This design comes from an exercise in tuning for small area and a short achievable clock period on the open sky130 flow, not from production work.
Function was checked by simulation only, so behaviour that the tests miss may differ from the original.

==> trial 52 <==
==> flow/design.v <==
module System_Top #(parameter WIDTH = 8, ADDR = 4 , ALU_FUN_WD = 4) (
input    wire                CONTROL_EN,
input    wire                CLKDIV_EN,
input    wire                CLK,
input    wire                RST,
input    wire                WrEn,
input    wire                RdEn,
input    wire   [ADDR-1:0]   Address,
input    wire   [WIDTH-1:0]  WrData,
output   reg    [WIDTH-1:0]  RdData,
output   reg                 SYS_OUT,
output   reg                 SYS_VLD
);
reg [7:0] regArr [0:15];
integer I;
always @(posedge CLK or negedge RST)
 begin
  if (!RST)
   begin
    for (I = 0; I < 16; I = I + 1)
      regArr[I] <= 8'd0;
   end
  else if (WrEn && !RdEn)
    regArr[Address] <= WrData;
 end
always @(posedge CLK)
 begin
  if (RST && RdEn && !WrEn)
    RdData <= regArr[Address];
 end
wire [7:0] A     = regArr[0];
wire [7:0] B     = regArr[1];
wire [15:0] CFG  = {regArr[3], regArr[2]};
wire       PAR_EN  = regArr[4][0];
wire       PAR_TYP = regArr[4][1];
wire [7:0] RATIO = regArr[5];
reg  [6:0] dv_count;
reg        div_clk;
reg        odd_tog;
wire       is_odd   = RATIO[0];
wire [6:0] half     = RATIO[7:1];
wire [6:0] half_m1  = half - 7'd1;
wire       ratio_ok = |RATIO[7:1];
wire       dv_en    = CLKDIV_EN & ratio_ok;
wire       flip     = is_odd ? (odd_tog ? (dv_count == half_m1) : (dv_count == half))
                             : (dv_count == half_m1);
always @(posedge CLK or negedge RST)
 begin
  if (!RST)
   begin
    dv_count <= 7'd0;
    div_clk  <= 1'b0;
    odd_tog  <= 1'b1;
   end
  else if (dv_en)
   begin
    if (flip)
     begin
      dv_count <= 7'd0;
      div_clk  <= ~div_clk;
      if (is_odd)
        odd_tog <= ~odd_tog;
     end
    else
      dv_count <= dv_count + 7'd1;
   end
 end
wire tick = ~dv_en | (flip & ~div_clk);
localparam [1:0] C_IDLE = 2'd0, C_CHK = 2'd1, C_WH = 2'd3, C_WL = 2'd2;
reg  [1:0] cphase;
reg  [3:0] op;
wire       alu_en = (cphase == C_CHK) & CFG[op];
reg  [1:0] cphase_nx;
reg        op_inc;
always @(*)
 begin
  cphase_nx = cphase;
  op_inc    = 1'b0;
  case (cphase)
   C_IDLE: if (CONTROL_EN) cphase_nx = C_CHK;
   C_CHK:  if (CFG[op]) cphase_nx = C_WH;
           else begin
             op_inc = 1'b1;
             if (op == 4'd15) cphase_nx = C_IDLE;
           end
   C_WH:   if (SYS_VLD) cphase_nx = C_WL;
   C_WL:   if (!SYS_VLD) begin
             op_inc = 1'b1;
             cphase_nx = (op == 4'd15) ? C_IDLE : C_CHK;
           end
  endcase
 end
always @(posedge CLK or negedge RST)
 begin
  if (!RST)
   begin
    cphase <= C_IDLE;
    op     <= 4'd0;
   end
  else
   begin
    cphase[0] <= cphase_nx[0];
    cphase[1] <= cphase_nx[1];
    if (op_inc)
      op <= op + 4'd1;
   end
 end
reg  [7:0] res;
wire       is_mul = (op == 4'd2);
wire       is_div = (op == 4'd3);
wire       is_sub = ~is_mul & (op != 4'd0);
wire [7:0] add_x  = is_mul ? ({B[6:0], 1'b0} & {8{A[7]}}) : A;
wire [7:0] add_y  = is_mul ? (B & {8{A[6]}}) : (B ^ {8{is_sub}});
wire [8:0] sum    = {1'b0, add_x} + {1'b0, add_y} + {8'd0, is_sub};
wire       a_lt   = ~sum[8];
wire       a_eq   = (A == B);
reg  [3:0] ltab;
always @(*)
 begin
  case (op)
   4'd4:    ltab = 4'b1000;    
   4'd5:    ltab = 4'b1110;    
   4'd6:    ltab = 4'b0111;    
   4'd7:    ltab = 4'b0001;    
   4'd8:    ltab = 4'b0110;    
   4'd9:    ltab = 4'b1001;    
   default: ltab = 4'b0000;
  endcase
 end
wire [7:0] lres;
genvar gi;
generate for (gi = 0; gi < 8; gi = gi + 1) begin : g_lut
  assign lres[gi] = ltab[{A[gi], B[gi]}];
end endgenerate
wire       q7 = ({7'd0, A[7]} >= B);
wire [0:0] r7 = q7 ? (A[7] - B[0]) : A[7];
wire [1:0] t6 = {r7, A[6]};
wire       q6 = ({6'd0, t6} >= B);
wire [1:0] r6 = q6 ? (t6 - B[1:0]) : t6;
always @(*)
 begin
  case (op)
   4'd0:  res = sum[7:0];
   4'd1:  res = sum[7:0];
   4'd2:  res = {A[5:0], 2'b00};
   4'd3:  res = {A[5:0], q7, q6};
   4'd4:  res = lres;
   4'd5:  res = lres;
   4'd6:  res = lres;
   4'd7:  res = lres;
   4'd8:  res = lres;
   4'd9:  res = lres;
   4'd10: res = {7'd0, a_eq};
   4'd11: res = {7'd0, ~a_lt & ~a_eq};
   4'd12: res = {6'd0, a_lt, a_lt};
   4'd13: res = {1'b0, A[7:1]};
   4'd14: res = {A[6:0], 1'b0};
   default: res = 8'd0;
  endcase
 end
reg  [2:0] useq;
reg  [7:0] Q;       
reg  [7:0] R;       
reg  [7:0] Bc;      
wire       u_div  = useq[2];
wire       u_run  = (useq[1:0] != 2'd0);
wire       u_last = (useq[1:0] == 2'd1);
wire [7:0] ta  = {R[6:0], u_div & Q[7]};
wire [8:0] sa  = {1'b0, ta} + {1'b0, Bc} + {8'd0, u_div};
wire       qa  = u_div ? sa[8] : Q[7];
wire [7:0] ra  = qa ? sa[7:0] : ta;
wire [7:0] tb  = {ra[6:0], u_div & Q[6]};
wire [8:0] sb  = {1'b0, tb} + {1'b0, Bc} + {8'd0, u_div};
wire       qb  = u_div ? sb[8] : Q[6];
wire [7:0] rb  = qb ? sb[7:0] : tb;
wire [7:0] fin = u_div ? {Q[5:0], qa, qb} : rb;    
reg  [3:0] ust;
wire       in_data = ust[3];
always @(posedge CLK or negedge RST)
 begin
  if (!RST)
   begin
    useq    <= 3'd0;
    ust     <= 4'd0;
    SYS_VLD <= 1'b0;
    SYS_OUT <= 1'b0;
   end
  else
   begin
    if (alu_en)
      useq <= {is_div, (is_mul | is_div) ? 2'd3 : 2'd0};
    else if (u_run)
      useq <= {u_div, useq[1:0] - 2'd1};
    if (tick)
     begin
      SYS_VLD <= (ust != 4'd0) && (ust != 4'd4);
      case (ust)
       4'd0:    SYS_OUT <= 1'b1;
       4'd4:    SYS_OUT <= 1'b1;
       4'd1:    SYS_OUT <= 1'b0;
       4'd3:    SYS_OUT <= 1'b1;
       default: SYS_OUT <= (u_run & u_last) ? fin[0] : Q[0];
      endcase
     end
    if (alu_en)
      ust <= 4'd4;
    else if (tick)
     begin
      case (ust)
       4'd0:    ust <= 4'd0;
       4'd4:    ust <= 4'd1;
       4'd1:    ust <= 4'd8;
       4'd2:    ust <= 4'd3;
       4'd3:    ust <= 4'd0;
       4'd15:   ust <= PAR_EN ? 4'd2 : 4'd3;
       default: ust <= ust + 4'd1;
      endcase
     end
   end
 end
always @(posedge CLK)
 begin
  if (alu_en)
   begin
    Q  <= res;
    Bc <= B ^ {8{is_div}};
   end
  else if (u_run && !u_last)
    Q <= {Q[5:0], qa, qb};
  else if (u_run)              
    Q <= (tick && in_data) ? {fin[7] ^ fin[0], fin[7:1]} : fin;
  else if (tick && in_data)
   begin
    if (ust == 4'd15)
      Q[0] <= Q[7] ^ PAR_TYP;
    else
      Q <= {Q[7] ^ Q[0], Q[7:1]};
   end
 end
always @(posedge CLK)
  R <= alu_en ? (is_mul ? sum[7:0] : {6'd0, r6}) : rb;
endmodule
==> flow/flow/run.sh <==
#!/bin/bash
# The standard ORFS layout (standard.sh), run with these make settings on top of
# config.mk: ADDER_MAP_FILE= SETUP_SLACK_MARGIN=7.72
# ADDER_MAP_FILE empty skips synthesis's adder-extraction step, so abc maps the arithmetic;
# SETUP_SLACK_MARGIN makes timing repair aim for extra setup slack. Each make run logs to its
# own file here; ORFS keeps every tool's log under orfs/logs.
set -euo pipefail
KNOBS="ADDER_MAP_FILE= SETUP_SLACK_MARGIN=7.72"
bash standard.sh $KNOBS synth > make_synth.log 2>&1
bash standard.sh $KNOBS finish > make_finish.log 2>&1
==> flow/standard.sh <==
#!/bin/bash
# synth_recipe.tcl (not shown) runs the flow's synth.tcl, then flattens the netlist and writes it again
# the make line also repeats each setting of config.mk as NAME=value (left out here)
make -C /OpenROAD-flow-scripts/flow DESIGN_CONFIG=/design/flow/config.mk WORK_HOME=/design/flow/orfs CLKGATE_MAP_FILE= SYNTH_SCRIPT=/design/flow/synth_recipe.tcl "${@:-finish}"
==> flow/config.mk <==
export PLATFORM = sky130hd
export DESIGN_NAME = System_Top
export DESIGN_NICKNAME = System_Top
export VERILOG_FILES = /design/flow/design.v
export SDC_FILE = /design/flow/constraint.sdc
export NUM_CORES = 4
export LEC_CHECK = 0
export ABC_AREA = 1
export CAP_MARGIN = 20
export CORE_MARGIN = 2
export CORE_UTILIZATION = 60
export CTS_BUF_LIST = sky130_fd_sc_hd__clkbuf_8
export CTS_CLUSTER_DIAMETER = 100
export CTS_CLUSTER_SIZE = 25
export SLEW_MARGIN = 20
==> flow/constraint.sdc <==
create_clock -name core_clock -period 11.0 [get_ports {CLK}]
set_input_delay 2.2000 -clock core_clock [delete_from_list [all_inputs] [get_ports {CLK}]]
set_output_delay 2.2000 -clock core_clock [all_outputs]
set_load 0.01 [all_outputs]
==> inputs of build 64, as changes to trial 52 <==
==> flow/design.v (replaced) <==
module System_Top #(parameter WIDTH = 8, ADDR = 4 , ALU_FUN_WD = 4) (
input    wire                CONTROL_EN,
input    wire                CLKDIV_EN,
input    wire                CLK,
input    wire                RST,
input    wire                WrEn,
input    wire                RdEn,
input    wire   [ADDR-1:0]   Address,
input    wire   [WIDTH-1:0]  WrData,
output   reg    [WIDTH-1:0]  RdData,
output   reg                 SYS_OUT,
output   reg                 SYS_VLD
);
reg [7:0] regArr [0:15];
integer I;
always @(posedge CLK or negedge RST)
 begin
  if (!RST)
   begin
    for (I = 0; I < 16; I = I + 1)
      regArr[I] <= 8'd0;
   end
  else if (WrEn && !RdEn)
    regArr[Address] <= WrData;
 end
always @(posedge CLK)
 begin
  if (RST && RdEn && !WrEn)
    RdData <= regArr[Address];
 end
wire [7:0] A     = regArr[0];
wire [7:0] B     = regArr[1];
wire [15:0] CFG  = {regArr[3], regArr[2]};
wire       PAR_EN  = regArr[4][0];
wire       PAR_TYP = regArr[4][1];
wire [7:0] RATIO = regArr[5];
reg  [6:0] dv_count;
reg        div_clk;
reg        odd_tog;
wire       is_odd   = RATIO[0];
wire [6:0] half     = RATIO[7:1];
wire [6:0] half_m1  = half - 7'd1;
wire       ratio_ok = |RATIO[7:1];
wire       dv_en    = CLKDIV_EN & ratio_ok;
wire       flip     = is_odd ? (odd_tog ? (dv_count == half_m1) : (dv_count == half))
                             : (dv_count == half_m1);
always @(posedge CLK or negedge RST)
 begin
  if (!RST)
   begin
    dv_count <= 7'd0;
    div_clk  <= 1'b0;
    odd_tog  <= 1'b1;
   end
  else if (dv_en)
   begin
    if (flip)
     begin
      dv_count <= 7'd0;
      div_clk  <= ~div_clk;
      if (is_odd)
        odd_tog <= ~odd_tog;
     end
    else
      dv_count <= dv_count + 7'd1;
   end
 end
wire tick = ~dv_en | (flip & ~div_clk);
localparam [1:0] C_IDLE = 2'd0, C_CHK = 2'd1, C_WH = 2'd2, C_WL = 2'd3;
reg  [1:0] cphase;
reg  [3:0] op;
wire       alu_en = (cphase == C_CHK) & CFG[op];
always @(posedge CLK or negedge RST)
 begin
  if (!RST)
   begin
    cphase <= C_IDLE;
    op     <= 4'd0;
   end
  else
   case (cphase)
    C_IDLE: if (CONTROL_EN) cphase <= C_CHK;
    C_CHK:  if (CFG[op]) cphase <= C_WH;
            else begin
              op <= op + 4'd1;
              if (op == 4'd15) cphase <= C_IDLE;
            end
    C_WH:   if (SYS_VLD) cphase <= C_WL;
    C_WL:   if (!SYS_VLD) begin
              op <= op + 4'd1;
              cphase <= (op == 4'd15) ? C_IDLE : C_CHK;
            end
   endcase
 end
reg  [7:0] res;
wire [8:0] diff = {1'b0, A} - {1'b0, B};
wire       a_lt = diff[8];
wire       a_eq = (A == B);
wire [7:0] mul_lo = A * B[3:0];
wire [3:0] mul_hi = A[3:0] * B[7:4];
wire       q7 = ({7'd0, A[7]} >= B);
wire [0:0] r7 = q7 ? (A[7] - B[0]) : A[7];
wire [1:0] t6 = {r7, A[6]};
wire       q6 = ({6'd0, t6} >= B);
wire [1:0] r6 = q6 ? (t6 - B[1:0]) : t6;
wire [2:0] t5 = {r6, A[5]};
wire       q5 = ({5'd0, t5} >= B);
wire [2:0] r5 = q5 ? (t5 - B[2:0]) : t5;
wire [3:0] t4 = {r5, A[4]};
wire       q4 = ({4'd0, t4} >= B);
wire [3:0] r4 = q4 ? (t4 - B[3:0]) : t4;
always @(*)
 begin
  case (op)
   4'd0:  res = A + B;
   4'd1:  res = diff[7:0];
   4'd2:  res = mul_lo;
   4'd3:  res = {A[3:0], q7, q6, q5, q4};
   4'd4:  res = A & B;
   4'd5:  res = A | B;
   4'd6:  res = ~(A & B);
   4'd7:  res = ~(A | B);
   4'd8:  res = A ^ B;
   4'd9:  res = ~(A ^ B);
   4'd10: res = {7'd0, a_eq};
   4'd11: res = {7'd0, ~a_lt & ~a_eq};
   4'd12: res = {6'd0, a_lt, a_lt};
   4'd13: res = {1'b0, A[7:1]};
   4'd14: res = {A[6:0], 1'b0};
   default: res = 8'd0;
  endcase
 end
localparam [1:0] S_NONE = 2'd0, S_MUL = 2'd1, S_DIV1 = 2'd2, S_DIV2 = 2'd3;
reg  [1:0] seq;
reg  [7:0] Q;       
reg  [5:0] R;       
reg  [7:0] Bc;      
wire [4:0] t3 = {R[3:0], Q[7]};
wire       q3 = ({3'd0, t3} >= Bc);
wire [4:0] r3 = q3 ? (t3 - Bc[4:0]) : t3;
wire [5:0] t2 = {r3, Q[6]};
wire       q2 = ({2'd0, t2} >= Bc);
wire [5:0] r2 = q2 ? (t2 - Bc[5:0]) : t2;
wire [6:0] t1 = {R[5:0], Q[7]};
wire       q1 = ({1'd0, t1} >= Bc);
wire [6:0] r1 = q1 ? (t1 - Bc[6:0]) : t1;
wire [7:0] t0 = {r1, Q[6]};
wire       q0 = (t0 >= Bc);
reg  [3:0] ust;
reg        valid;
wire       in_data = ust[3];
always @(posedge CLK or negedge RST)
 begin
  if (!RST)
   begin
    valid   <= 1'b0;
    seq     <= S_NONE;
    ust     <= 4'd0;
    SYS_VLD <= 1'b0;
    SYS_OUT <= 1'b0;
   end
  else
   begin
    if (alu_en)
      valid <= 1'b1;
    else if (tick)
      valid <= 1'b0;
    if (alu_en)
      seq <= (op == 4'd2) ? S_MUL : (op == 4'd3) ? S_DIV1 : S_NONE;
    else
      seq <= (seq == S_DIV1) ? S_DIV2 : S_NONE;
    if (tick)
     begin
      SYS_VLD <= (ust != 4'd0);
      case (ust)
       4'd0:    SYS_OUT <= 1'b1;
       4'd1:    SYS_OUT <= 1'b0;
       4'd3:    SYS_OUT <= 1'b1;
       default: SYS_OUT <= Q[0];
      endcase
      case (ust)
       4'd0:    if (valid) ust <= 4'd1;
       4'd1:    ust <= 4'd8;
       4'd2:    ust <= 4'd3;
       4'd3:    ust <= 4'd0;
       4'd15:   ust <= PAR_EN ? 4'd2 : 4'd3;
       default: ust <= ust + 4'd1;
      endcase
     end
   end
 end
always @(posedge CLK)
 begin
  if (alu_en)
   begin
    Q  <= res;
    R  <= {2'd0, (op == 4'd2) ? mul_hi : r4};
    Bc <= B;
   end
  else if (seq == S_MUL)
    Q[7:4] <= Q[7:4] + R[3:0];
  else if (seq == S_DIV1)
   begin
    Q <= {Q[5:0], q3, q2};
    R <= r2;
   end
  else if (seq == S_DIV2)
    Q <= {Q[5:0], q1, q0};
  else if (tick && in_data)
   begin
    if (ust == 4'd15)
      Q[0] <= Q[7] ^ PAR_TYP;
    else
      Q <= {Q[7] ^ Q[0], Q[7:1]};
   end
 end
endmodule
==> flow/run.sh (new file) <==
#!/bin/bash
# synth_recipe.tcl (not shown) runs the flow's synth.tcl, then flattens the netlist and writes it again
# the make line also repeats each setting of config.mk as NAME=value (left out here)
make -C /OpenROAD-flow-scripts/flow DESIGN_CONFIG=/design/flow/config.mk WORK_HOME=/design/flow/orfs CLKGATE_MAP_FILE= SYNTH_SCRIPT=/design/flow/synth_recipe.tcl finish
Settings changed: ABC_AREA 1 to not set, ABC_CLOCK_PERIOD_IN_PS set to 3500, CORE_UTILIZATION 60 to 40, CTS_BUF_LIST sky130_fd_sc_hd__clkbuf_8 to not set, CTS_CLUSTER_DIAMETER 100 to not set, CTS_CLUSTER_SIZE 25 to not set, SETUP_SLACK_MARGIN set to 5.
removed: flow/flow/run.sh
removed: flow/standard.sh
==> results.json <==
{
  "switchingPower_w": 0.00143,
  "met2_wirelength_um": 17200,
  "core_um2": 31600,
  "grt_pass1_wl_um": 58100,
  "grt.total_usage": 0.227,
  "start_util": 0.405,
  "finalPower_w": 0.00339,
  "p_int_w": 0.00196,
  "clkSinkCount": 182,
  "syn-mean-instance-area_um2": 10.1,
  "outcome": "complete, no violations",
  "post-route-period-util": 0.504,
  "cp_slowest_cell": "or4_4",
  "synthCells": 1271
}
the above is filed under build 64

==> results.json <==
{
  "switchingPower_w": 0.00182,
  "clkSinkCount": 183,
  "p_int_w": 0.00188,
  "synth-seq-cells": 183,
  "syn-mean-instance-area_um2": 7.36,
  "post-route-period-util": 0.299,
  "maxUsedRoutingLayer": "met4",
  "grt.total_usage": 0.340,
  "cp_slowest_cell": "o2111ai_1",
  "grt_pass1_wl_um": 52000,
  "outcome": "complete, no violations",
  "core_um2": 17800,
  "start_util": 0.608,
  "sw_frac_of_total": 0.492,
  "finalPower_w": 0.00370,
  "synthCells": 1475
}
the above is filed under trial 52

-- separate check: timing with driven ports --
The flow's constraints put no driver on any port. The routed layouts listed below were extracted and timed again, unchanged, in two steps.
Step 1 assumes that a clkbuf_16 drives the clock port and a buf_2 every other input.
Step 2, shift: input delay + t, output delay - t, t = (earliest + latest rising clock arrival at the registers) / 2. This alone moves slack from input paths to output paths.
Slacks: ideal ports / drivers / drivers and shift; pairs: ideal ports / drivers.
run | t (ns) | slack for setup (ns) | clock arrival spread, ns
trial 52 | 0.506 | 7.716 / 7.679 / 7.173 | 0.020 / 0.020
build 64 | 0.487 | 5.461 / 5.461 / 5.461 | 0.014 / 0.013
After both steps setup and hold are still met in every run listed. For trial 52, which loses most, drivers alone change the setup slack by -0.037 ns; drivers and shift together by -0.543 ns.
